Source: an optimization exercise on an open RTL-to-GDS flow (aim: small area, a short achievable clock period and few clock cycles per item). Production flows keep margins and buffers that such runs may drop. At most, simulation tests tie the RTL to the original design; equivalence was not proved.

Design jenc_backend, start of the top module:
module jenc_backend (
    input  logic               clk,
    input  logic               resetn,
    input  logic signed [10:0] q0,
    input  logic signed [10:0] q1,
    input  logic               q_valid,
    output logic               q_hold,
    input  logic [4:0]         q_cnt,
    input  logic [1:0]         q_chroma,
    input  logic               q_last_mcu,
    output logic [31:0]        out_data,
    output logic               out_tlast,
    output logic               out_valid,
    input  logic               out_hold
);
Size: about 3100 cells after synthesis, roughly 21000 um^2 of cells after synthesis.
Settings: LEC_CHECK=0, ABC_AREA=1, CAP_MARGIN=20, CORE_MARGIN=2, CORE_UTILIZATION=40, PLACE_DENSITY=0.6, SETUP_SLACK_MARGIN=4, SLEW_MARGIN=20; clock period 9.5 ns.
run.sh (not shown) runs the stock make flow with config.mk's settings and CLKGATE_MAP_FILE= SYNTH_SCRIPT=/design/flow/synth_recipe.tcl, a recipe that flattens the netlist after the stock synthesis.
Testbench counts at the start, summed over its fixed seeds: cycles 25,848, blocks 768.
==> next run, changes <==
--- a/flow/design.v
+++ b/flow/design.v
@@ -495,17 +495,17 @@
     cnt_push = cnt + {{(AW-1){1'b0}}, npush};
     cnt_pop  = cnt_push - (AW+1)'(1);
     cnt_next = pop ? cnt_pop : cnt_push;
     hold_next = pop ? (cnt_pop > (AW+1)'(DEPTH - 2)) : (cnt_push > (AW+1)'(DEPTH - 2));
 end
 always_ff @(posedge clk) begin
     for (int i = 0; i < DEPTH; i++) begin
-        if (take & (e0 | e1) & wp == AW'(i))
+        if (take & wp == AW'(i))
             mem[i] <= first;
-        else if (take & e0 & e1 & wp + AW'(1) == AW'(i))
+        else if (take & wp + AW'(1) == AW'(i))
             mem[i] <= ent1;
     end
 end
 always_ff @(posedge clk)
     if (!resetn) begin
         wp     <= '0;
         rp     <= '0;
@@ -513,49 +513,35 @@
         q_hold <= 1'b0;
     end else begin
         wp     <= wp + AW'(npush);
         rp     <= rp + AW'(pop);
         cnt    <= cnt_next;
         q_hold <= hold_next;
     end
-function automatic [3:0] bit_length(input logic [10:0] m);
-    bit_length = 0;
-    for (int k = 0; k < 11; k++)
-        if (m[k])
-            bit_length = 4'(k + 1);
-endfunction
 logic signed [10:0] pred0, pred1, pred2;    
 logic [1:0]         zc;           
 logic               s_valid, s_ready;
-logic               s_dc, s_chroma, s_last, s_zrl;
-logic [3:0]         a_run, a_size;
-logic [3:0]         s_run, s_size;
-logic [10:0]        s_amp;
+logic               s_dc, s_chroma, s_last, s_zrl, s_neg;
+logic [3:0]         s_run;
+logic [10:0]        s_mag;
 logic               h_valid, h_zrl;
 logic signed [11:0] v, vn;
 logic signed [10:0] p;
-logic [10:0]        mag, smear;
-logic [3:0]         size;
 logic               c_ready;
 always_comb begin
     h_valid = cnt != '0;
     h_zrl   = head.zrl != zc;
     case (head.dc ? head.chroma : 2'd3)
         2'd0: p = pred0;
         2'd1: p = pred1;
         2'd2: p = pred2;
         default: p = 11'sd0;
     endcase
     v       = {head.val[10], head.val} - {p[10], p};
     vn      = {p[10], p} - {head.val[10], head.val};
-    mag     = v[11] ? vn[10:0] : v[10:0];
-    size    = bit_length(mag);
-    smear   = mag;
-    for (int k = 9; k >= 0; k--)
-        smear[k] = smear[k] | smear[k+1];
     s_ready = ~s_valid | c_ready;
     pop     = h_valid & s_ready & ~h_zrl;
 end
 always_ff @(posedge clk)
     if (!resetn) begin
         s_valid <= 1'b0;
         zc      <= 2'd0;
@@ -585,41 +571,53 @@
 always_ff @(posedge clk)
     if (s_ready & h_valid) begin
         s_dc     <= head.dc;
         s_chroma <= |head.chroma;
         s_last   <= head.last & ~h_zrl;
         s_zrl    <= h_zrl;
         s_run    <= head.run;
-        s_size   <= size;
-        s_amp    <= h_zrl ? 11'h0 : (v[11] ? mag ^ smear : mag);
+        s_neg    <= v[11];
+        s_mag    <= h_zrl ? 11'h0 : (v[11] ? vn[10:0] : v[10:0]);
     end
+function automatic [3:0] bit_length(input logic [10:0] m);
+    bit_length = 0;
+    for (int k = 0; k < 11; k++)
+        if (m[k])
+            bit_length = 4'(k + 1);
+endfunction
+logic [3:0]     size, a_run;
+logic [10:0]    smear, amp;
 logic [4:0]     code_len;
 logic [15:0]    code;
 always_comb begin
-    a_run  = s_zrl ? 4'hf : s_run;
-    a_size = s_zrl ? 4'h0 : s_size;
+    size  = bit_length(s_mag);
+    smear = s_mag;
+    for (int k = 9; k >= 0; k--)
+        smear[k] = smear[k] | smear[k+1];
+    amp   = s_neg ? s_mag ^ smear : s_mag;
+    a_run = s_zrl ? 4'hf : s_run;
 end
 huff_tables ht (
     .dc     (s_dc),
     .chroma (s_chroma),
     .run    (a_run),
-    .size   (a_size),
+    .size   (size),
     .len    (code_len),
     .code   (code)
 );
 always_comb c_ready = ~out_valid | out_take;
 always_ff @(posedge clk)
     if (!resetn)
         out_valid <= 1'b0;
     else if (c_ready)
         out_valid <= s_valid;
 always_ff @(posedge clk)
     if (c_ready & s_valid) begin
-        out_chunk <= (26'(code) << a_size) | 26'(s_amp);
-        out_len   <= code_len + 5'(a_size);
+        out_chunk <= (26'(code) << size) | 26'(amp);
+        out_len   <= code_len + 5'(size);
         out_last  <= s_last;
     end
 endmodule
 module byte_pack #(
     parameter int W = 33                    
 ) (
     input  logic [25:0]         chunk,          
@@ -715,29 +713,26 @@
         if (t <= 3'd3) word[7:0]   = 8'hff;
     end
 end
 logic [W+15:0]  ext, ext_d, ins;
 logic           fit;
 logic [NW:0]    nl;
 logic [NW-1:0]  n_new;
-logic           fit0, fit1, fit2;
+logic           fit0, fit1, fit2, dge1;
 logic [NW-1:0]  nl0, nl1, nl2;
 always_comb begin
     nl    = (NW+1)'(n) + (NW+1)'(chunk_len);
     fit0  = nl <= (NW+1)'(W);
     fit1  = nl <= (NW+1)'(W + 8);
     fit2  = nl <= (NW+1)'(W + 16);
+    dge1  = ~out_valid & (avail != 2'd0) & ~(stuffp & one);
     nl0   = NW'(nl);
     nl1   = NW'(nl - (NW+1)'(8));
     nl2   = NW'(nl - (NW+1)'(16));
-    case (d)
-        2'd0: fit = fit0;
-        2'd1: fit = fit1;
-        default: fit = fit2;
-    endcase
+    fit   = fit0 | (dge1 & fit1);
     chunk_take = chunk_valid & ~flush & go & fit;
     ins   = (W+16)'(chunk) << (W + 16 - nl);
     ext   = {acc, 16'h0} | (chunk_take ? ins : '0);
     case (go ? d : 2'd0)
         2'd0: ext_d = ext;
         2'd1: ext_d = ext << 8;
         default: ext_d = ext << 16;
Result:
- setup slack gains 12 ps
- wire length grows by 1.6%
- first-iteration DRC count grows by 5.5%
- clock-buffer cell count grows by 1
- cell count grows by 1.7%
- sequential share of layout area shrinks by 0.65 points
- cell area grows by 0.84%
- area after synthesis is about the same
- clock skew shrinks by 16 ps
- synthesized cell count grows by 1.2%
- die area barely changes
- fmax is about the same
For the second run of this note, only the layout was checked, not whether the RTL still works.

==> re-timing with driven ports <==
In the flow no input, the clock included, has a driving cell. The finished layouts below were timed again as built, in two steps. Step 1: set_driving_cell puts a clkbuf_16 on clk and a buf_2 on each other input, an assumption about the parent block. Step 2 times the ports against the registers' clock, not the clock port: input delays grow and output delays shrink by t, the midpoint of the rising clock arrivals with the driver on. a / b / c = ideal ports / drivers / drivers and shift; a / b = the first two.
run | shift t [ns] | setup slack, ns | worst setup path after step 2
the first run | 0.637 | 4.318 / 4.355 / 3.718 | input to register
the second run | 0.626 | 4.329 / 4.369 / 3.743 | input to register
After both steps every run listed still meets setup and hold. The setup slack of the first run, which loses most, moves by +0.037 ns with the drivers and by -0.600 ns with both steps.
